From an optimization exercise on the open Yosys and OpenROAD flow, aimed at small area, a short achievable clock period and few clock cycles; shortcuts taken in it are not production practice.
Only simulation tests tie the RTL to the original design; equivalence was not proved.
Power and IR drop assume default switching activity.

--- design.v ---
module chipmunk
	#(parameter addrSize = 12)
	(input clk,
	 input reset,
	 input [addrSize-1:0] startPC,
	 input [7:0] dataBus,
	 output [7:0] dataBusWrite,
	 output [addrSize-1:0] addrBus,
	 output weMem,
	 output done);
	function [8:0] add8(input [7:0] a, input [7:0] b, input ci);
		reg [7:0] g, p, gg, pp, g2, p2;
		reg [8:0] c;
		integer i, d;
		begin
			g = a & b;
			p = a ^ b;
			gg = g;
			pp = p;
			for (d = 1; d < 8; d = d * 2) begin
				g2 = gg; p2 = pp;
				for (i = d; i < 8; i = i + 1) begin
					g2[i] = gg[i] | (pp[i] & gg[i-d]);
					p2[i] = pp[i] & pp[i-d];
				end
				gg = g2; pp = p2;
			end
			c[0] = ci;
			c[8:1] = gg | (pp & {8{ci}});
			add8 = {c[8], p ^ c[7:0]};
		end
	endfunction
	function [3:0] inc4(input [3:0] a);
		inc4 = {a[3] ^ (&a[2:0]), a[2] ^ (&a[1:0]), a[1] ^ a[0], !a[0]};
	endfunction
	function [3:0] dec4(input [3:0] a);
		dec4 = {a[3] ^ !(|a[2:0]), a[2] ^ !(|a[1:0]), a[1] ^ !a[0], !a[0]};
	endfunction
	function [11:0] inc12(input [11:0] a);
		integer i;
		begin
			for (i = 0; i < 12; i = i + 1)
				inc12[i] = a[i] ^ (&(a | ~((12'd1 << i) - 12'd1)));
		end
	endfunction
	function [7:0] inc8(input [7:0] a);
		integer i;
		begin
			for (i = 0; i < 8; i = i + 1)
				inc8[i] = a[i] ^ (&(a | ~((8'd1 << i) - 8'd1)) | (i == 0));
		end
	endfunction
	function [7:0] dec8(input [7:0] a);
		integer i;
		begin
			for (i = 0; i < 8; i = i + 1)
				dec8[i] = a[i] ^ (!(|(a & ((8'd1 << i) - 8'd1))));
		end
	endfunction
	reg [7:0] aReg, xReg, yReg;
	reg [5:0] spReg;
	reg nFlag, cFlag;
	reg [7:0] zVal;               
	wire zFlag = (zVal == 8'd0);
	reg sF, sO1, sO2, sP1, sP2, sM, sW, sR1, sR2, sBD, sC1, sC2, sPW;
	reg [11:0] ar;                
	reg [11:0] pc;                
	reg [7:0] ir;                 
	reg irValid;
	reg [7:0] dr;                 
	reg [3:0] hr;                 
	reg rc;                       
	reg finished;
	reg xAluA, xAluX, xAluY, xSub, xUseC;    
	reg wsA, wsX, wsY, wsD;
	reg pX, pY;
	reg pR;                       
	reg rs;                       
	reg cx;                       
	assign addrBus = ar;
	assign weMem = !(sW || sC1 || sC2);
	assign done = finished;
	wire [5:0] f = ir[7:2];
	wire [1:0] ss = ir[1:0];
	wire iBr    = f[5:3] == 3'b111;
	wire iBsr   = f == 6'h39;
	wire iRmw   = f[5:3] == 3'b011 && f[0];
	wire iMem   = !f[5] && f[0] && f != 6'h07;       
	wire iSt    = f == 6'h21 || f == 6'h23 || f == 6'h25;
	wire iLdy   = f == 6'h28;
	wire iSty   = f == 6'h29;
	wire taken = !f[2] ? (!f[1] || (f[0] == nFlag)) :
	             (!f[1] ? (f[0] == zFlag) : (f[0] == cFlag));
	wire [5:0] bf = dataBus[7:2];
	wire [1:0] bs = dataBus[1:0];
	wire bStack = bf[5:3] == 3'b110;
	wire bRts   = bf == 6'h27;
	wire bMem   = !bf[5] && bf[0] && bf != 6'h07;
	wire bSt    = bf == 6'h21 || bf == 6'h23 || bf == 6'h25 || bf == 6'h29;
	wire bBr    = bf[5:3] == 3'b111;
	wire bPhp   = bf == 6'h30;
	wire [11:0] arInc = inc12(ar);
	wire [7:0]  spInc8 = inc8({2'b0, spReg});
	wire [7:0]  spDec8 = dec8({2'b0, spReg});
	wire [5:0]  spInc = spInc8[5:0];
	wire [5:0]  spDec = spDec8[5:0];
	wire spUp = (sF && (bRts || (bStack && bf[0]))) || sR1;
	wire spDown = (sW && (f[5:3] == 3'b110)) || sC1 || sC2;
	wire [5:0] spN = spUp ? spInc : (spDown ? spDec : spReg);
	wire [7:0] idx = ({8{pX}} & xReg) | ({8{pY}} & yReg) | ({8{pR}} & ar[7:0]);
	wire [8:0] idxIn = add8(dataBus, idx, pR);
	wire [3:0] tgtHi = (!pR || cx == rs) ? hr : (cx ? inc4(hr) : dec4(hr));
	wire [3:0] busHi = dataBus[3:0];
	wire [3:0] busHiInc = inc4(busHi);
	wire [11:0] idxA = {cx ? busHiInc : busHi, dr};
	reg nF, nO1, nO2, nP1, nP2, nM, nW, nR1, nR2, nBD, nC1, nC2, nPW;
	reg aInc, aPC, aSP, aHB, aIdx, aPtr, aHD, aHold;
	always @* begin
		{nF, nO1, nO2, nP1, nP2, nM, nW, nR1, nR2, nBD, nC1, nC2, nPW} = 13'b0;
		{aInc, aPC, aSP, aHB, aIdx, aPtr, aHD, aHold} = 8'b0;
		if (sF) begin
			if (bRts) begin nR1 = 1'b1; aSP = 1'b1; end
			else if (bPhp) begin nPW = 1'b1; aSP = 1'b1; end
			else if (bStack && !bf[0]) begin nW = 1'b1; aSP = 1'b1; end
			else if (bStack) begin nM = 1'b1; aSP = 1'b1; end
			else if (bs != 2'b00) begin nO1 = 1'b1; aInc = 1'b1; end
			else if (bMem) nM = 1'b1;                  
			else if (bSt) nW = 1'b1;                   
			else if (bBr) begin nBD = 1'b1; aInc = 1'b1; end
			else begin nF = 1'b1; aInc = 1'b1; end
		end
		if (sO1) begin
			if (ss[1]) begin nO2 = 1'b1; aInc = 1'b1; end
			else if (iMem) begin nM = 1'b1; aHB = 1'b1; end
			else if (iSt) begin nW = 1'b1; aHB = 1'b1; end
			else if (iLdy || iSty) begin nP1 = 1'b1; aHB = 1'b1; end
			else if (iBr && taken) begin
				if (iBsr) begin nC1 = 1'b1; aSP = 1'b1; end
				else begin nBD = 1'b1; aHold = 1'b1; end
			end
			else begin nF = 1'b1; aInc = 1'b1; end
		end
		if (sO2) begin
			if (iMem || iSt || (iSty && ss[0])) begin
				if (iMem) nM = 1'b1; else nW = 1'b1;
				aIdx = 1'b1;
			end
			else if (!ss[0] && (iLdy || iSty)) begin
				if (iLdy) nM = 1'b1; else nW = 1'b1;
				aIdx = 1'b1;
			end
			else if (iBr && taken) begin
				if (iBsr) begin nC1 = 1'b1; aSP = 1'b1; end
				else begin nF = 1'b1; aIdx = 1'b1; end
			end
			else begin nF = 1'b1; aInc = 1'b1; end
		end
		if (sP1) begin nP2 = 1'b1; aPtr = 1'b1; end
		if (sP2) begin
			if (iLdy) nM = 1'b1; else nW = 1'b1;
			aIdx = 1'b1;
		end
		if (sM) begin
			if (iRmw) begin nW = 1'b1; aHold = 1'b1; end
			else begin nF = 1'b1; aPC = 1'b1; end
		end
		if (sW) begin nF = 1'b1; aPC = 1'b1; end
		if (sPW) begin nW = 1'b1; aHold = 1'b1; end
		if (sR1) begin nR2 = 1'b1; aSP = 1'b1; end
		if (sR2) begin nF = 1'b1; aHB = 1'b1; end
		if (sBD) begin
			if (!taken) begin nF = 1'b1; aPC = 1'b1; end
			else if (iBsr) begin nC1 = 1'b1; aSP = 1'b1; end
			else begin nF = 1'b1; aHD = 1'b1; end
		end
		if (sC1) begin nC2 = 1'b1; aSP = 1'b1; end
		if (sC2) begin
			nF = 1'b1; aHD = 1'b1;
		end
	end
	wire [11:0] arN = ({12{aInc}} & arInc) |
	                  ({12{aPC}}  & pc) |
	                  ({12{aSP}}  & {6'b000111, spN}) |
	                  ({12{aHB}}  & {hr, dataBus}) |
	                  ({12{aIdx}} & idxA) |
	                  ({12{aPtr}} & {4'b0, inc8(dr)}) |
	                  ({12{aHD}}  & {tgtHi, dr});
	always @(posedge clk) begin
		if (!reset) begin
			{sF, sO1, sO2, sP1, sP2, sM, sW, sR1, sR2, sBD, sC1, sC2, sPW} <= 13'h1000;
			ar <= startPC;
		end else begin
			{sF, sO1, sO2, sP1, sP2, sM, sW, sR1, sR2, sBD, sC1, sC2, sPW} <=
				{nF, nO1, nO2, nP1, nP2, nM, nW, nR1, nR2, nBD, nC1, nC2, nPW};
			if (!aHold)
				ar <= arN;
		end
	end
	always @(posedge clk) begin
		if (!reset)
			finished <= 1'b0;
		else if (sF && dataBus == 8'h83)
			finished <= 1'b1;
	end
	always @(posedge clk) begin
		if (!reset)
			irValid <= 1'b0;
		else if (sF)
			irValid <= 1'b1;
	end
	always @(posedge clk)
		if (sF || sO1 || sO2)
			pc <= arInc;
	always @(posedge clk) begin
		if (!reset)
			spReg <= 6'd63;
		else
			spReg <= spN;
	end
	always @(posedge clk) begin
		if (sF) begin
			ir <= dataBus;
			dr <= {7'b0, bf[5:3] == 3'b101 && bf[2:1] != 2'b00};
			hr <= 4'b0;
		end
		if (sO1)
			dr <= dataBus;
		if (sO1 && pR) begin
			hr <= ar[11:8];
			rs <= dataBus[7];
		end
		if ((sO1 && (ss[1] || pR)) || sP1) begin
			dr <= idxIn[7:0];
			cx <= idxIn[8];
		end
		if (sO2)
			hr <= idxA[11:8];
		if (sR1)
			hr <= dataBus[3:0];
		if (sM) begin
			case (f[2:1])
				2'b00: dr <= {dataBus[6:0], cFlag};         
				2'b01: dr <= {cFlag, dataBus[7:1]};         
				2'b10: dr <= inc8(dataBus);                 
				default: dr <= dec8(dataBus);               
			endcase
			if (!iRmw)
				dr <= dataBus;
			rc <= f[1] ? dataBus[0] : dataBus[7];
		end
		if (sPW)
			dr <= {5'b0, nFlag, zFlag, cFlag};
	end
	wire [7:0] cb = sF ? dataBus : ir;
	wire [5:0] cf = cb[7:2];
	wire [1:0] cs = cb[1:0];
	wire cMem = !cf[5] && cf[0] && cf != 6'h07;
	wire cSt  = cf == 6'h21 || cf == 6'h23 || cf == 6'h25 || cf == 6'h29;
	wire cBr  = cf[5:3] == 3'b111;
	wire cAluX = cf == 6'h16 || cf == 6'h17 || cf == 6'h2C || cf == 6'h2D;
	wire cAluY = cf == 6'h1C || cf == 6'h2E || cf == 6'h2F;
	always @(posedge clk) begin
		xAluX <= cAluX;
		xAluY <= cAluY;
		xAluA <= !(cAluX || cAluY);
		xSub  <= cf[5:2] == 4'b0101 || cf == 6'h1C || (cf[5:3] == 3'b001 && cf[1]) ||
		         (cf[5:3] == 3'b101 && cf[0]);
		xUseC <= cf[5:2] == 4'b0011;
		wsA   <= cf == 6'h21 || cf == 6'h29 || cf == 6'h32;
		wsX   <= cf == 6'h23 || cf == 6'h34;
		wsY   <= cf == 6'h25 || cf == 6'h36;
		wsD   <= cf[5:3] == 3'b011 && cf[0] || cf == 6'h30;
		pX    <= cs == 2'b11 && (cMem || cSt || cBr);
		pY    <= (cf == 6'h28 || cf == 6'h29) && cs != 2'b11;
		pR    <= cBr && cs == 2'b01;
	end
	wire xSelD = f[5:1] == 5'b00000 || f[5:1] == 5'b00001 || f[5:1] == 5'b00010 ||
	           f == 6'h19 || f == 6'h1B || f == 6'h1D || f == 6'h1F ||
	           f == 6'h28 || f == 6'h33 || f == 6'h35 || f == 6'h37;
	wire xSelS = f[5:3] == 3'b001 || f[5:2] == 4'b0101 || f == 6'h1C ||
	           (f[5:3] == 3'b101 && f[2:1] != 2'b00);
	wire xSelB = f[5:2] == 4'b0100;
	wire xSelH = f == 6'h18 || f == 6'h1A;
	wire xSelX = f == 6'h24 || f == 6'h26;
	wire xWA = f[5:1] == 5'b00000 || f[5:3] == 3'b001 || f[5:2] == 4'b0100 ||
	           f == 6'h18 || f == 6'h1A || f == 6'h24 || f == 6'h26 ||
	           f == 6'h28 || f[5:1] == 5'b10101 || f == 6'h33;
	wire xWX = f[5:1] == 5'b00001 || f[5:1] == 5'b10110 || f == 6'h35;
	wire xWY = f[5:1] == 5'b00010 || f[5:1] == 5'b10111 || f == 6'h37;
	wire xXA = f == 6'h22 || f == 6'h26;
	wire xNZ = f[5:3] == 3'b000 && f[2:1] != 2'b11 ||
	           f[5:3] == 3'b001 || f[5:2] == 4'b0100 || f[5:2] == 4'b0101 ||
	           f[5:2] == 4'b0110 || f == 6'h1C || f == 6'h1D || f == 6'h1F ||
	           (f[5:3] == 3'b101 && f[2:1] != 2'b00);
	wire xPLP = f == 6'h31;
	wire xCF = f[5:1] == 5'b00011;
	wire xCS = f[5:3] == 3'b001 || f[5:2] == 4'b0101 || f == 6'h1C;
	wire xCH = f == 6'h18 || f == 6'h1A;
	wire xCR = f == 6'h19 || f == 6'h1B;
	wire [7:0] aluL = ({8{xAluA}} & aReg) | ({8{xAluX}} & xReg) | ({8{xAluY}} & yReg);
	wire [8:0] sum = add8(aluL, xSub ? ~dr : dr, xUseC ? cFlag : xSub);
	wire [7:0] bitRes = ir[3] ? (aReg ^ dr) : ~(aReg | dr);
	wire [7:0] shRes = ir[3] ? {1'b0, aReg[7:1]} : {aReg[6:0], 1'b0};
	wire shC = ir[3] ? aReg[0] : aReg[7];
	wire [7:0] res = ({8{xSelD}} & dr) | ({8{xSelS}} & sum[7:0]) | ({8{xSelB}} & bitRes) |
	                 ({8{xSelH}} & shRes) | ({8{xSelX}} & xReg);
	wire ex = sF && irValid;
	always @(posedge clk) begin
		if (ex && xWA)
			aReg <= res;
		if (ex && (xWX || xXA))
			xReg <= ({8{xXA}} & aReg) | ({8{xSelD}} & dr) | ({8{xSelS}} & sum[7:0]);
		if (ex && xWY)
			yReg <= ({8{xSelD}} & dr) | ({8{xSelS}} & sum[7:0]);
		if (ex && xNZ) begin
			nFlag <= res[7];
			zVal <= res;
		end
		if (ex && xPLP) begin
			nFlag <= dr[2];
			zVal <= {7'b0, !dr[1]};
		end
		if (ex && (xCF || xCS || xCH || xCR || xPLP))
			cFlag <= (xCF & ir[2]) | (xCS & sum[8]) | (xCH & shC) | (xCR & rc) | (xPLP & dr[0]);
	end
	assign dataBusWrite = ({8{wsA}} & aReg) | ({8{wsX}} & xReg) | ({8{wsY}} & yReg) |
	                      ({8{wsD}} & dr) | ({8{sC1}} & pc[7:0]) | ({8{sC2}} & {4'b0, pc[11:8]});
endmodule
--- constraint.sdc ---
create_clock -name core_clock -period 5.0 [get_ports {clk}]
set_input_delay 1.0000 -clock core_clock [delete_from_list [all_inputs] [get_ports {clk}]]
set_output_delay 1.0000 -clock core_clock [all_outputs]
set_load 0.01 [all_outputs]
--- run.sh ---
#!/bin/bash
# synth_recipe.tcl (not shown) runs the flow's synth.tcl, then flattens the netlist and writes it again
# the make line also repeats each setting of config.mk as NAME=value (left out here)
make -C /OpenROAD-flow-scripts/flow DESIGN_CONFIG=/design/flow/config.mk WORK_HOME=/design/flow/orfs CLKGATE_MAP_FILE= SYNTH_SCRIPT=/design/flow/synth_recipe.tcl finish
--- config.mk ---
export PLATFORM = sky130hd
export DESIGN_NAME = chipmunk
export DESIGN_NICKNAME = chipmunk
export VERILOG_FILES = /design/flow/design.v
export SDC_FILE = /design/flow/constraint.sdc
export NUM_CORES = 4
export LEC_CHECK = 0
export ABC_AREA = 1
export CAP_MARGIN = 20
export CORE_MARGIN = 2
export CORE_UTILIZATION = 55
export SETUP_SLACK_MARGIN = 2.5
export SLEW_MARGIN = 20
export TNS_END_PERCENT = 5
==> impl_results.md, run 1 <==
* RSZ-0062 raised after global routing: yes
* Clock sinks at between 100 and 150
* Grt met3 use at 0.0668
* Outcome: no timing/DRC/antenna violations
* Post-DP HPWL at 22.1 mm
* Filler instances at around 1.4k
* R2r setup slk at 2370 ps
* Remaining antenna violation count at 0
* Routed wire length at roughly 30 mm
* Worst-Margin Slew at between 1000 and 1500 ps
* Yosys warns at 1
* GPL Wtd Cong at 1.02
* Met2 Resource Use GR at 0.581
* Switch share at 0.392
* Rel. slew slack at 0.262
* Setup CP Type: reg -> out
* H-tree levels at 4
* Initial antenna violation count at 0
* DIE WIDTH at roughly 130 um
* Sequential area share after synthesis at 0.341
* First-pass GRT wire length at about 46 mm
* Sw power at ~1700 uW
* Clock Path Buffers at 2
* Worst r2r src: ir[7]
* Startpoint types: flop
* Cells on worst reg2reg path at 6
* Gate Count Post-Synth at approximately 1.2k
* CTS Hold Bufs at 0
* # setup viols final at 0
* CTS clk-pin slew, worst paths at 60 ps
* Fmax at between 0.3 and 0.4 GHz
* Aggregate global routing overflow at 0
* Area leader, netlist: edfxtp_1
* Syn avg cell area at 6.90 um^2
* CORE AREA at ~15,000 um^2
* Slew Limit Fails at 0
* Worst path arrival time at about 1700 ps
* Seq pwr share at 0.337
* CP Capture Type: output port
* Max VDD drop at about 0.00025 V
* Post-route minimum period at roughly 2700 ps
* Type of the most critical hold path: reg -> reg
* Root Buffer Master: clkbuf_16
* Die height at 128 um
* Critical path fanouts, max at 3
* Part of the power in combinational logic at 0.368
* CP endpoint: dataBusWrite[1]
* Antenna cell count at 0
* Vias/cell at ~6
* Area Overhead vs Synth at 17.8%
* WHS at between 400 and 500 ps
* Die area at roughly 16,000 um^2
* Layout Nets at 1,350
* Hold Violations, Final at 0
* Area contributors post-synth: edfxtp_1, nand2_1, dfxtp_1
* GR Util All Layers at 0.368
* Port buffer count at between 40 and 50
* P_int at 2580 uW
* Initial DRC Count at 989
* Via count at around 9k
* GRT busiest layer: met2
* Post-synthesis net count at around 1.3k
* Sum Neg Setup Slack at 0 ps
* Drt wl/cell at ~20 um
* FF-to-FF End: xReg[6]
* Largest net degree at the start of global routing at 31
* IO Pins at 44
* Core Rows at 45
* Met1 Resource Use GR at 0.498
* TritonCTS buffer count at 17
* Post-synth cell types at 55
* Vias in the first global route at roughly 8.4k
* Crit path from: yReg[1]
* Final cycle utilization of the critical path at 0.536
* Clock power share at 0.295
* Layout cell share with drive strength beyond 1 at 0.129
* Skew-Pair Late Insertion Delay at about 430 ps
* P_leak at about 0.0045 uW
* Cell Area, Synth at about 8500 um^2
* Pwr/cell area at about 420 nW/um^2
* Clock tree from TritonCTS: yes
* CP Data Required Time at about 4000 ps
* Drt first pass iters at 6
* Fin util at 0.659
* Initial core utilization at 0.560
* DRC Markers at 0
* Max Cap Viol at 0
* Yosys top cell area share at 0.216
* Worst Clk Skew at between 5 and 6 ps
* Yosys reg bits at 114
[routing by layer]
metal / vias to the layer above / wire [um]
met2: 494 / 13400
met3: 95 / 2690
met5: - / 0
met4: 0 / 1230
met1: 4136 / 12500
li1: 4232 / -
[kinds of logic (layout without fill, tap and decap cells)]
logic type / count (synthesis) / in the layout / share of synthesized area
compound gates: 222 / 222 / 0.158
xor+xnor: 29 / 29 / 0.0300
fa+ha+maj: 43 / 43 / 0.0652
buf+inv: 182 / 252 / 0.0874
flops: 114 / 114 / 0.341
simple gates: 638 / 638 / 0.318
[critical path, cell delays in order (launching register included)]
cell           delay, ps
edfxtp_1             450
a221oi_2             400
nand3_1              110
dlygate4sd2_1        300
[power by group through the flow]
stage	logic [uW]	registers [uW]	clock network, uW
after floorplan	1040	1320	0
after global placement	1340	1440	0
after detailed placement	1350	1440	0
after CTS	1430	1420	1250
after global routing	1720	1450	1290
final	1560	1430	1250
[stage by stage]
step / setup WS (ps) / power (uW) / instances / instance area (um^2)
final: 2320 / 4240 / 1486 / 9980
after global placement: 1400 / 2780 / 1421 / 8960
after CTS: 2250 / 4090 / 1476 / 9830
after global routing: 2250 / 4460 / 1486 / 9980
after floorplan: 2510 / 2350 / 1228 / 8480
after detailed placement: 1360 / 2800 / 1421 / 8960
[how the worst min path moves through the flow]
| stage | start | end | slack [ps] | cells after the start |
|---|---|---|---|---|
| global route | zVal[6] | zVal[6] | 480 | 2 |
| finish | zVal[5] | zVal[5] | 450 | 2 |
| global placement | zVal[3] | zVal[3] | 440 | 2 |
| floorplan | zVal[7] | zVal[7] | 430 | 2 |
| CTS | zVal[3] | zVal[3] | 460 | 2 |
| detailed placement | zVal[7] | zVal[7] | 440 | 2 |
[repair_timing]
| item | 4_1_cts | 5_1_grt |
|---|---|---|
| gates resized for setup | 70 | 31 |
| endpoints found under the setup margin | 87 | 89 |
| gates cloned | 0 | 1 |
| pin swaps | 5 | 6 |
| setup buffers | 23 | 9 |
[cell type report]
| cell class | instances | area, um^2 | share of cell area |
|---|---|---|---|
| multi-input cells | 932 | 5010 | 0.502 |
| flip-flops and latches | 114 | 2920 | 0.292 |
| repair buffers | 78 | 676 | 0.0677 |
| inverters | 141 | 544 | 0.0545 |
| clock buffers | 18 | 429 | 0.0430 |
| well taps | 188 | 235 | 0.0236 |
| clock inverters | 14 | 164 | 0.0164 |
| repair inverters | 1 | 5.00 | 0.000501 |
[cells in the final DEF (no fill, tap or decap), types with 16 or more instances in the layout]
master	instances
a21oi_1	72
buf_4	33
clkbuf_16	17
clkdlybuf4s50_1	26
dfxtp_1	38
edfxtp_1	61
ha_1	39
inv_1	119
nand2_1	361
nand3_1	76
nor2_1	121
nor3_1	20
o21ai_0	63
xor2_1	16
[synth_stat cells (all sizes together)]
library cell / number
a211oi: 3
a21oi: 74
edfxtp: 61
o22ai: 6
o21ai: 76
a31oi: 2
buf: 19
a41oi: 5
a21o: 3
o2111ai: 6
xor2: 17
ha: 41
nor3: 21
o21bai: 1
a21boi: 1
clkinv: 4
nor2: 134
or2: 5
nor4: 4
inv: 137
clkbuf: 22
nand3b: 2
o221ai: 5
nand2: 373
and2: 2
o21a: 2
o31ai: 3
a31o: 3
a221oi: 10
a22oi: 8
o311ai: 1
xnor2: 12
o211ai: 13
dfxtp: 53
nand3: 81
fa: 2
nand4: 16
[flip-flops by register name, summed over array words and instances (netlist names), 4 cells and up]
| signal | flops |
|---|---|
| pc | 12 |
| ar | 12 |
| yReg | 8 |
| aReg | 8 |
| zVal | 8 |
| dr | 8 |
| spReg | 6 |
| ir | 8 |
| xReg | 8 |
| hr | 4 |
Testbench counts, summed over its fixed seeds: cycles 328,514.
==> inputs of run 2 (changes only) <==
--- a/config.mk
+++ b/config.mk
@@ -9,6 +9,6 @@
 export CAP_MARGIN = 20
 export CORE_MARGIN = 2
 export CORE_UTILIZATION = 55
-export SETUP_SLACK_MARGIN = 2.5
+export SETUP_SLACK_MARGIN = 2.4
 export SLEW_MARGIN = 20
 export TNS_END_PERCENT = 5
==> impl_results.md, run 2 <==
* Outcome: no timing/DRC/antenna violations
* Max Cap Viol at 0 (unchanged)
* Worst hold stages at 2 (unchanged)
* Gate Count Post-Synth at 1,228 (unchanged)
* P_int at 2460 uW (-4.7%)
* Layout cell share with drive strength beyond 1 at 0.115 (-0.0133)
* Die area at 16,400 um^2 (unchanged)
* Cell Area, Synth at 8480 um^2 (unchanged)
* Vias/cell at 6.16 (+2.1%)
* Drt first pass iters at 8 (+2)
* Top flop regs: ar (12), pc (12)
* Worst path buffer plus inverter count at 1 (unchanged)
* Sequence of cells on the critical path: nand2_1 -> nand2_1 -> a221oi_4 -> nand3_1 -> dlygate4sd2_1
* Startpoint types: flop
* Root Buffer Master: clkbuf_16
* Post-synthesis net count at 1,293 (unchanged)
* TritonCTS buffer count at 17 (unchanged)
* Yosys reg bits at 114 (unchanged)
* H-tree levels at 4 (unchanged)
* Routed wire length at 29.7 mm (-0.44%)
* Final Non-Filler Cells at 1,471 (-1.0%)
* # setup viols final at 0 (unchanged)
* Core Rows at 45 (unchanged)
* Setup CP Type: reg -> out
* Top delay family on crit path: flip-flops
* RSZ-0062 raised after global routing: yes
* Cell Count Post-Placement at 1,421 (unchanged)
* Fmax at 0.367 GHz (-1.8%)
* Hold EP: zVal[5]
* Cells on worst reg2reg path at 6 (unchanged)
* Post-synth cell types at 55 (unchanged)
* Clock power share at 0.292 (-0.003)
* Post-DP HPWL at 22.0 mm (-0.27%)
* Multi-input gate area at 4970 um^2 (-0.80%)
* Worst-Margin Slew at 1170 ps (+70.8 ps)
* Worst path arrival time at 1730 ps (+50 ps)
* GPL Wtd Cong at 0.985 (-3.2%)
* Syn avg cell area at 6.90 um^2 (unchanged)
* Remaining antenna violation count at 0 (unchanged)
* Yosys warns at 1 (unchanged)
* Sequential area share after synthesis at 0.341 (unchanged)
* Layout Nets at 1,335 (-1.1%)
* Skew-Pair Late Insertion Delay at 430 ps (about the same)
* Clock sinks at 114 (unchanged)
* Max VDD drop at 0.000243 V (-2.5%)
* Antenna cell count at 0 (unchanged)
* Area leader, netlist: edfxtp_1
* DRC Markers at 0 (unchanged)
* Final cycle utilization of the critical path at 0.545 (+0.00989)
* Switch share at 0.401 (+0.00931)
* DIE WIDTH at 128 um (unchanged)
* Most used cell, CP: nand2_1
* Die height at 128 um (unchanged)
* CP peak stage delay at 440 ps (about the same)
* CP max-delay cell: edfxtp_1
* Main synth FF type: edfxtp_1
* Number of synthesized flops with an enable pin at 61 (unchanged)
* Commonest non-fill, non-tap cells in the layout: nand2_1, nor2_1, inv_1
* Critical path fanouts, max at 4 (+1)
* Most instantiated cells after synthesis: nand2_1, inv_1, nor2_1
* Seq. cell area at 2920 um^2 (about the same)
* GR Util All Layers at 0.367 (-0.000394)
* R2r setup slk at 2280 ps (-90 ps)
* Async set-reset flop share out of synthesis at 0 (unchanged)
* Count leader, synth: nand2_1
* Clock Path Buffers at 2 (unchanged)
* Part of the power in combinational logic at 0.359 (-0.009)
* Hold Violations, Final at 0 (unchanged)
* CP Data Required Time at 4000 ps (about the same)
* CTS clk-pin slew, worst paths at 60 ps (about the same)
* Commonest non-fill, non-tap cell in the layout: nand2_1
* Area Overhead vs Synth at 15.3%
* Vias in the first global route at 8,425 (+0.63%)
* Aggregate global routing overflow at 0 (unchanged)
* P_leak at 0.00445 uW (-1.8%)
* HP Start: zVal[5]
* Initial core utilization at 0.560 (unchanged)
* Initial antenna violation count at 0 (unchanged)
* Clock tree from TritonCTS: yes
* Sum Neg Setup Slack at 0 ps (unchanged)
* Filler instances at 1,416 (+4.3%)
* CORE AREA at 15,100 um^2 (unchanged)
* Slew Limit Fails at 0 (unchanged)
* Drt wl/cell at 20.2 um (+0.58%)
* Seq pwr share at 0.349 (+0.012)
* Largest net degree at the start of global routing at 31 (unchanged)
* Fin util at 0.645 (-0.0137)
* Rel. slew slack at 0.214 (-0.0474)
* Area contributors post-synth: edfxtp_1, nand2_1, dfxtp_1
* First-pass GRT wire length at 45.8 mm (-0.12%)
* Pwr/cell area at 419 nW/um^2 (-1.2%)
* Post-route minimum period at 2730 ps (+49.4 ps)
* Initial DRC Count at 1,032 (+4.3%)
* Type of the most critical hold path: reg -> reg
* Yosys top cell area share at 0.216 (unchanged)
* Port buffer count at 43 (unchanged)
* Via count at 9,056 (+1.1%)
* Worst r2r src: ir[7]
* Worst Clk Skew at 7.97 ps (+2.40 ps)
* IO Pins at 44 (unchanged)
* CP Capture Type: output port
* FF-to-FF End: xReg[3]
* Sw power at 1640 uW (-0.97%)
## run 2: power groups by stage
stage	Combinational, uW	Sequential, uW	Clock, uW
after detailed placement	1350	1450	0
after floorplan	1040	1320	0
final	1470	1430	1200
after global placement	1340	1460	0
after global routing	1640	1450	1230
after CTS	1410	1430	1190
## run 2: cell type report
type | instances | share of cell area
multi-input cells | 932 | 0.508
repair buffers | 64 | 0.0550
flip-flops and latches | 114 | 0.298
well taps | 188 | 0.0241
clock inverters | 10 | 0.00704
clock buffers | 22 | 0.0518
inverters | 141 | 0.0552
## run 2: cell families after synthesis
group	share of synthesized area
xor+xnor	0.0300
compound gates	0.158
flops	0.341
fa+ha+maj	0.0652
simple gates	0.318
buf+inv	0.0874
## run 2: worst max-delay path by stage
stage | start | to | slack [ps] | cells past startpoint
after global routing | aReg[0] | dataBusWrite[0] | 2190 | 5
after global placement | dataBus[3] | ar[1] | 1480 | 12
after detailed placement | dataBus[6] | ar[1] | 1450 | 13
final | aReg[0] | dataBusWrite[0] | 2270 | 5
after floorplan | dataBus[6] | ar[1] | 2450 | 13
after CTS | dataBus[6] | ar[8] | 2200 | 12
## run 2: worst min-delay path, cell delays in order (launching register included)
cell and delay, ps:
dfxtp_1 310, nand2_1 60, nand2_1 40
## run 2: what timing repair did
action,in CTS,in global routing
endpoints found under the setup margin,93,99
hold buffers,0,0
gates resized for setup,49,38
buffers inserted,14,4
pin swaps,4,3
## run 2: per-layer routing
layer	part of all wire	global-route usage
met2	0.44	0.568
met1	0.42	0.503
met3	0.11	0.0810
met4	0.037	0.144
met5	0	0
## run 2: stage by stage
step | setup slack [ps] | hold WS [ps] | area, um^2 | power (uW)
4_1_cts | 2200 | 453 | 9710 | 4030
5_1_grt | 2190 | 486 | 9770 | 4320
2_1_floorplan | 2450 | 427 | 8480 | 2350
3_3_place_gp | 1480 | 438 | 8960 | 2800
6_report | 2270 | 452 | 9770 | 4100
3_5_place_dp | 1450 | 440 | 8960 | 2810
==> inputs of run 3 (changes only) <==
--- a/design.v
+++ b/design.v
@@ -70,15 +70,17 @@
 	reg [7:0] dr;                 
 	reg [3:0] hr;                 
 	reg rc;                       
+	reg wr;                       
 	reg finished;
 	reg xAluA, xAluX, xAluY, xSub, xUseC;    
 	reg wsA, wsX, wsY, wsD;
 	reg pX, pY;
+	reg eA, eX, eY, eNZ, eC;      
 	reg pR;                       
 	reg rs;                       
 	reg cx;                       
 	assign addrBus = ar;
-	assign weMem = !(sW || sC1 || sC2);
+	assign weMem = !wr;
 	assign done = finished;
 	wire [5:0] f = ir[7:2];
 	wire [1:0] ss = ir[1:0];
@@ -189,11 +191,13 @@
 		if (!reset) begin
 			{sF, sO1, sO2, sP1, sP2, sM, sW, sR1, sR2, sBD, sC1, sC2, sPW} <= 13'h1000;
 			ar <= startPC;
+			wr <= 1'b0;
 		end else begin
 			{sF, sO1, sO2, sP1, sP2, sM, sW, sR1, sR2, sBD, sC1, sC2, sPW} <=
 				{nF, nO1, nO2, nP1, nP2, nM, nW, nR1, nR2, nBD, nC1, nC2, nPW};
 			if (!aHold)
 				ar <= arN;
+			wr <= nW || nC1 || nC2;
 		end
 	end
 	always @(posedge clk) begin
@@ -273,6 +277,17 @@
 		pX    <= cs == 2'b11 && (cMem || cSt || cBr);
 		pY    <= (cf == 6'h28 || cf == 6'h29) && cs != 2'b11;
 		pR    <= cBr && cs == 2'b01;
+		eA    <= cf[5:1] == 5'b00000 || cf[5:3] == 3'b001 || cf[5:2] == 4'b0100 ||
+		         cf == 6'h18 || cf == 6'h1A || cf == 6'h24 || cf == 6'h26 ||
+		         cf == 6'h28 || cf[5:1] == 5'b10101 || cf == 6'h33;
+		eX    <= cf[5:1] == 5'b00001 || cf[5:1] == 5'b10110 || cf == 6'h35 || cf == 6'h22 || cf == 6'h26;
+		eY    <= cf[5:1] == 5'b00010 || cf[5:1] == 5'b10111 || cf == 6'h37;
+		eNZ   <= cf[5:3] == 3'b000 && cf[2:1] != 2'b11 ||
+		         cf[5:3] == 3'b001 || cf[5:2] == 4'b0100 || cf[5:2] == 4'b0101 ||
+		         cf[5:2] == 4'b0110 || cf == 6'h1C || cf == 6'h1D || cf == 6'h1F ||
+		         (cf[5:3] == 3'b101 && cf[2:1] != 2'b00) || cf == 6'h31;
+		eC    <= cf[5:2] == 4'b0110 || cf[5:1] == 5'b00011 || cf[5:3] == 3'b001 ||
+		         cf[5:2] == 4'b0101 || cf == 6'h1C || cf == 6'h31;
 	end
 	wire xSelD = f[5:1] == 5'b00000 || f[5:1] == 5'b00001 || f[5:1] == 5'b00010 ||
 	           f == 6'h19 || f == 6'h1B || f == 6'h1D || f == 6'h1F ||
@@ -282,16 +297,7 @@
 	wire xSelB = f[5:2] == 4'b0100;
 	wire xSelH = f == 6'h18 || f == 6'h1A;
 	wire xSelX = f == 6'h24 || f == 6'h26;
-	wire xWA = f[5:1] == 5'b00000 || f[5:3] == 3'b001 || f[5:2] == 4'b0100 ||
-	           f == 6'h18 || f == 6'h1A || f == 6'h24 || f == 6'h26 ||
-	           f == 6'h28 || f[5:1] == 5'b10101 || f == 6'h33;
-	wire xWX = f[5:1] == 5'b00001 || f[5:1] == 5'b10110 || f == 6'h35;
-	wire xWY = f[5:1] == 5'b00010 || f[5:1] == 5'b10111 || f == 6'h37;
 	wire xXA = f == 6'h22 || f == 6'h26;
-	wire xNZ = f[5:3] == 3'b000 && f[2:1] != 2'b11 ||
-	           f[5:3] == 3'b001 || f[5:2] == 4'b0100 || f[5:2] == 4'b0101 ||
-	           f[5:2] == 4'b0110 || f == 6'h1C || f == 6'h1D || f == 6'h1F ||
-	           (f[5:3] == 3'b101 && f[2:1] != 2'b00);
 	wire xPLP = f == 6'h31;
 	wire xCF = f[5:1] == 5'b00011;
 	wire xCS = f[5:3] == 3'b001 || f[5:2] == 4'b0101 || f == 6'h1C;
@@ -306,21 +312,17 @@
 	                 ({8{xSelH}} & shRes) | ({8{xSelX}} & xReg);
 	wire ex = sF && irValid;
 	always @(posedge clk) begin
-		if (ex && xWA)
+		if (ex && eA)
 			aReg <= res;
-		if (ex && (xWX || xXA))
+		if (ex && eX)
 			xReg <= ({8{xXA}} & aReg) | ({8{xSelD}} & dr) | ({8{xSelS}} & sum[7:0]);
-		if (ex && xWY)
+		if (ex && eY)
 			yReg <= ({8{xSelD}} & dr) | ({8{xSelS}} & sum[7:0]);
-		if (ex && xNZ) begin
-			nFlag <= res[7];
-			zVal <= res;
-		end
-		if (ex && xPLP) begin
-			nFlag <= dr[2];
-			zVal <= {7'b0, !dr[1]};
+		if (ex && eNZ) begin
+			nFlag <= xPLP ? dr[2] : res[7];
+			zVal <= xPLP ? {7'b0, !dr[1]} : res;
 		end
-		if (ex && (xCF || xCS || xCH || xCR || xPLP))
+		if (ex && eC)
 			cFlag <= (xCF & ir[2]) | (xCS & sum[8]) | (xCH & shC) | (xCR & rc) | (xPLP & dr[0]);
 	end
 	assign dataBusWrite = ({8{wsA}} & aReg) | ({8{wsX}} & xReg) | ({8{wsY}} & yReg) |
--- a/config.mk
+++ b/config.mk
@@ -9,6 +9,6 @@
 export CAP_MARGIN = 20
 export CORE_MARGIN = 2
 export CORE_UTILIZATION = 55
-export SETUP_SLACK_MARGIN = 2.4
+export SETUP_SLACK_MARGIN = 2.5
 export SLEW_MARGIN = 20
 export TNS_END_PERCENT = 5
==> impl_results.md, run 3 <==
* Setup CP Type: reg -> out
* H-tree levels at 4 (unchanged)
* CP peak stage delay at 400 ps (-40 ps)
* Area Overhead vs Synth at 17.5%
* First-pass GRT wire length at 45.3 mm (-1.1%)
* R2r setup slk at 2490 ps (+210 ps)
* Crit path from: xReg[1]
* Most used cell, CP: nand2_2
* Number of synthesized flops with an enable pin at 68 (+11%)
* GPL Wtd Cong at 0.968 (-1.8%)
* GRT busiest layer: met2
* FF-to-FF End: zVal[6]
* Core Rows at 45 (unchanged)
* Antenna cell count at 0 (unchanged)
* Root Buffer Master: clkbuf_16
* Layout Nets at 1,335 (unchanged)
* Sequential area share after synthesis at 0.354 (+0.0131)
* RSZ-0062 raised after global routing: yes
* Vias/cell at 6.10 (-0.88%)
* Remaining antenna violation count at 0 (unchanged)
* Type of the most critical hold path: reg -> reg
* Cell Area, Synth at 8700 um^2 (+2.6%)
* Area leader, netlist: edfxtp_1
* Aggregate global routing overflow at 0 (unchanged)
* CP endpoint: dataBusWrite[1]
* Clock sinks at 120 (+5.3%)
* Max Cap Viol at 0 (unchanged)
* Clock Path Buffers at 2 (unchanged)
* # setup viols final at 0 (unchanged)
* Largest net degree at the start of global routing at 34 (+9.7%)
* P_leak at 0.00465 uW (+4.5%)
* Initial DRC Count at 1,139 (+10%)
* Skew-Pair Late Insertion Delay at 430 ps (about the same)
* Clock tree from TritonCTS: yes
* IO Pins at 44 (unchanged)
* Initial core utilization at 0.568 (+0.00837)
* Via count at 9,117 (+0.67%)
* CORE AREA at 15,300 um^2 (+1.1%)
* Die height at 130 um (+1.3%)
* Worst Clk Skew at 12.5 ps (+4.50 ps)
* Critical path depth at 6 (+1)
* Rel. slew slack at 0.328 (+0.113)
* Max VDD drop at 0.000240 V (-1.1%)
* Post-route minimum period at 2640 ps (-88.2 ps)
* Area contributors post-synth: edfxtp_1, nand2_1, dfxtp_1
* Commonest non-fill, non-tap cell in the layout: nand2_1
* CTS clk-pin slew, worst paths at 60 ps (about the same)
* Count leader, synth: nand2_1
* Worst r2r src: aReg[0]
* Gate Count Post-Synth at 1,212 (-1.3%)
* Commonest non-fill, non-tap cells in the layout: nand2_1, nor2_1, inv_1
* Routed wire length at 29.7 mm (about the same)
* GR Util All Layers at 0.355 (-0.0117)
* Vias in the first global route at 8,368 (-0.68%)
* Post-synthesis net count at 1,277 (-1.2%)
* Drt first pass iters at 8 (unchanged)
* Final cycle utilization of the critical path at 0.528 (-0.0177)
* Cells on worst reg2reg path at 17 (+11)
* Drt wl/cell at 19.9 um (-1.6%)
* Yosys reg bits at 120 (+5.3%)
* Yosys warns at 1 (unchanged)
* Syn avg cell area at 7.18 um^2 (+4.0%)
* Outcome: no timing/DRC/antenna violations
* TritonCTS buffer count at 17 (unchanged)
* Worst path arrival time at 1640 ps (-90 ps)
* Post-DP HPWL at 21.7 mm (-1.5%)
* Met2 Resource Use GR at 0.547 (-0.0211)
* Grt met3 use at 0.0689 (-0.0121)
* Die area at 16,800 um^2 (+2.5%)
* Top flop regs: ar (12), pc (12)
* CP Data Required Time at 4000 ps (about the same)
* Filler instances at 1,344 (-5.1%)
* Async set-reset flop share out of synthesis at 0 (unchanged)
* Most instantiated cells after synthesis: nand2_1, inv_1, nor2_1
* Critical path fanouts, max at 2 (-2)
* Hold Violations, Final at 0 (unchanged)
* Met1 Resource Use GR at 0.481 (-0.0216)
* Top delay family on crit path: flip-flops
* Worst path buffer plus inverter count at 2 (+1)
* Post-synth cell types at 59 (+7.3%)
* Setup Slack @ Placement at 1370 ps (-82.2 ps)
* Layout cell share with drive strength beyond 1 at 0.150 (+0.0351)
* Fmax at 0.379 GHz (+3.3%)
* CP Capture Type: output port
* CP max-delay cell: edfxtp_1
* Initial antenna violation count at 0 (unchanged)
* DIE WIDTH at 130 um (+1.3%)
* Main synth FF type: edfxtp_1
* Pwr/cell area at 439 nW/um^2 (+4.6%)
* Port buffer count at 43 (unchanged)
* Yosys top cell area share at 0.235 (+0.0186)
* Worst-Margin Slew at 1000 ps (-168 ps)
* DRC Markers at 0 (unchanged)
* Sum Neg Setup Slack at 0 ps (unchanged)
* Sequence of cells on the critical path: buf_4 -> nand2_2 -> nand2_2 -> a221oi_4 -> nand3_1 -> buf_2
* Worst setup margin at 2360 ps (+88.2 ps)
* Startpoint types: flop
* Slew Limit Fails at 0 (unchanged)
-- run 3: changes by cell type in the layout (fill, tap and decap cells not counted), moves of 7 or more --
cell      change
nor2_1       +10
edfxtp_1      +7
nand2_1      -42
buf_4        +14
inv_1        +10
o21ai_0       -9
a21oi_1      -18
nor3_1        -7
a31oi_1       +7
nand4_1       +7
-- run 3: power by group --
part | total (uW) | switching [uW] | internal, uW
sequential | 1540 | 224 | 1320
combinational | 1790 | 1130 | 664
clock | 1150 | 460 | 687
-- run 3: cells by family after synthesis --
group,after synthesis,share of synthesized area
compound gates,207,0.152
xor+xnor,33,0.0332
fa+ha+maj,43,0.0636
buf+inv,193,0.0897
flops,120,0.354
simple gates,616,0.307
-- run 3: how the worst min path moves through the flow --
stage | from | endpoint | slack (ps) | cells after the start
4_1_cts | irValid | irValid | 470 | 2
5_1_grt | irValid | irValid | 490 | 2
3_5_place_dp | irValid | irValid | 470 | 2
6_report | irValid | irValid | 470 | 2
3_3_place_gp | irValid | irValid | 470 | 2
2_1_floorplan | irValid | irValid | 420 | 2
-- run 3: routing by layer --
| layer | part of all wire | vias up |
|---|---|---|
| li1 | - | 4192 |
| met1 | 0.41 | 4233 |
| met2 | 0.44 | 583 |
| met3 | 0.10 | 109 |
| met4 | 0.048 | 0 |
| met5 | 0 | - |
-- run 3: final cells by class --
cell class                 instances  area (um^2)  area share
sequential                       120         3110       0.304
clock inverter                    11         70.1     0.00686
multi-input combinational        899         5070       0.496
tap                              211          264      0.0258
inverter                         154          586      0.0573
clock buffer                      21          483      0.0473
timing repair buffer              78          638      0.0624
-- run 3: through the flow --
stage	cells	instance area, um^2	util	hold slack (ps)	total power (uW)
floorplan	1212	8700	-	423	2610
global placement	1430	9220	0.602	470	3080
detailed placement	1430	9220	0.602	465	3090
CTS	1487	10000	0.656	474	4310
global route	1494	10200	0.667	490	4720
finish	1494	10200	0.667	466	4480
-- run 3: tightest hold or removal path, cell delays in order, from the launching register on --
cell     delay (ps)
dfxtp_1         320
nand2_1          60
nand2_1          40
-- run 3: timing repair --
action,in CTS,in global routing
resized for setup,63,55
pin swaps,4,11
setup buffers,25,7
gates cloned,0,0
hold buffers,0,0
setup endpoints to repair,96,74
Testbench counts of run 3, summed over its fixed seeds: cycles 328,514.

==> port drivers added, routing unchanged <==
No port has a modelled driver above. Below, the same layouts with a new extraction and two added sets of constraints. Step 1 (the two cells are an assumption about what drives the block):
set clk [get_ports {clk}]
set_driving_cell -lib_cell sky130_fd_sc_hd__clkbuf_16 $clk
set_driving_cell -lib_cell sky130_fd_sc_hd__buf_2 [delete_from_list [all_inputs] $clk]
Step 2 times the ports against the registers' clock, not the clock port: input delays grow and output delays shrink by t, the midpoint of the rising clock arrivals with the driver on. Slacks: ideal / step 1 / step 2; pairs: ideal / step 1.
run | shift t [ns] | setup slack, ns | latest minus earliest clock arrival (ns)
run 1 | 0.467 | 2.322 / 2.278 / 1.965 | 0.006 / 0.006
run 2 | 0.467 | 2.273 / 2.230 / 2.075 | 0.008 / 0.008
run 3 | 0.468 | 2.361 / 2.315 / 2.006 | 0.013 / 0.013
After both steps setup and hold are still met in every run listed. The setup slack of run 1, which loses most, moves by -0.044 ns with the drivers and by -0.357 ns with both steps.
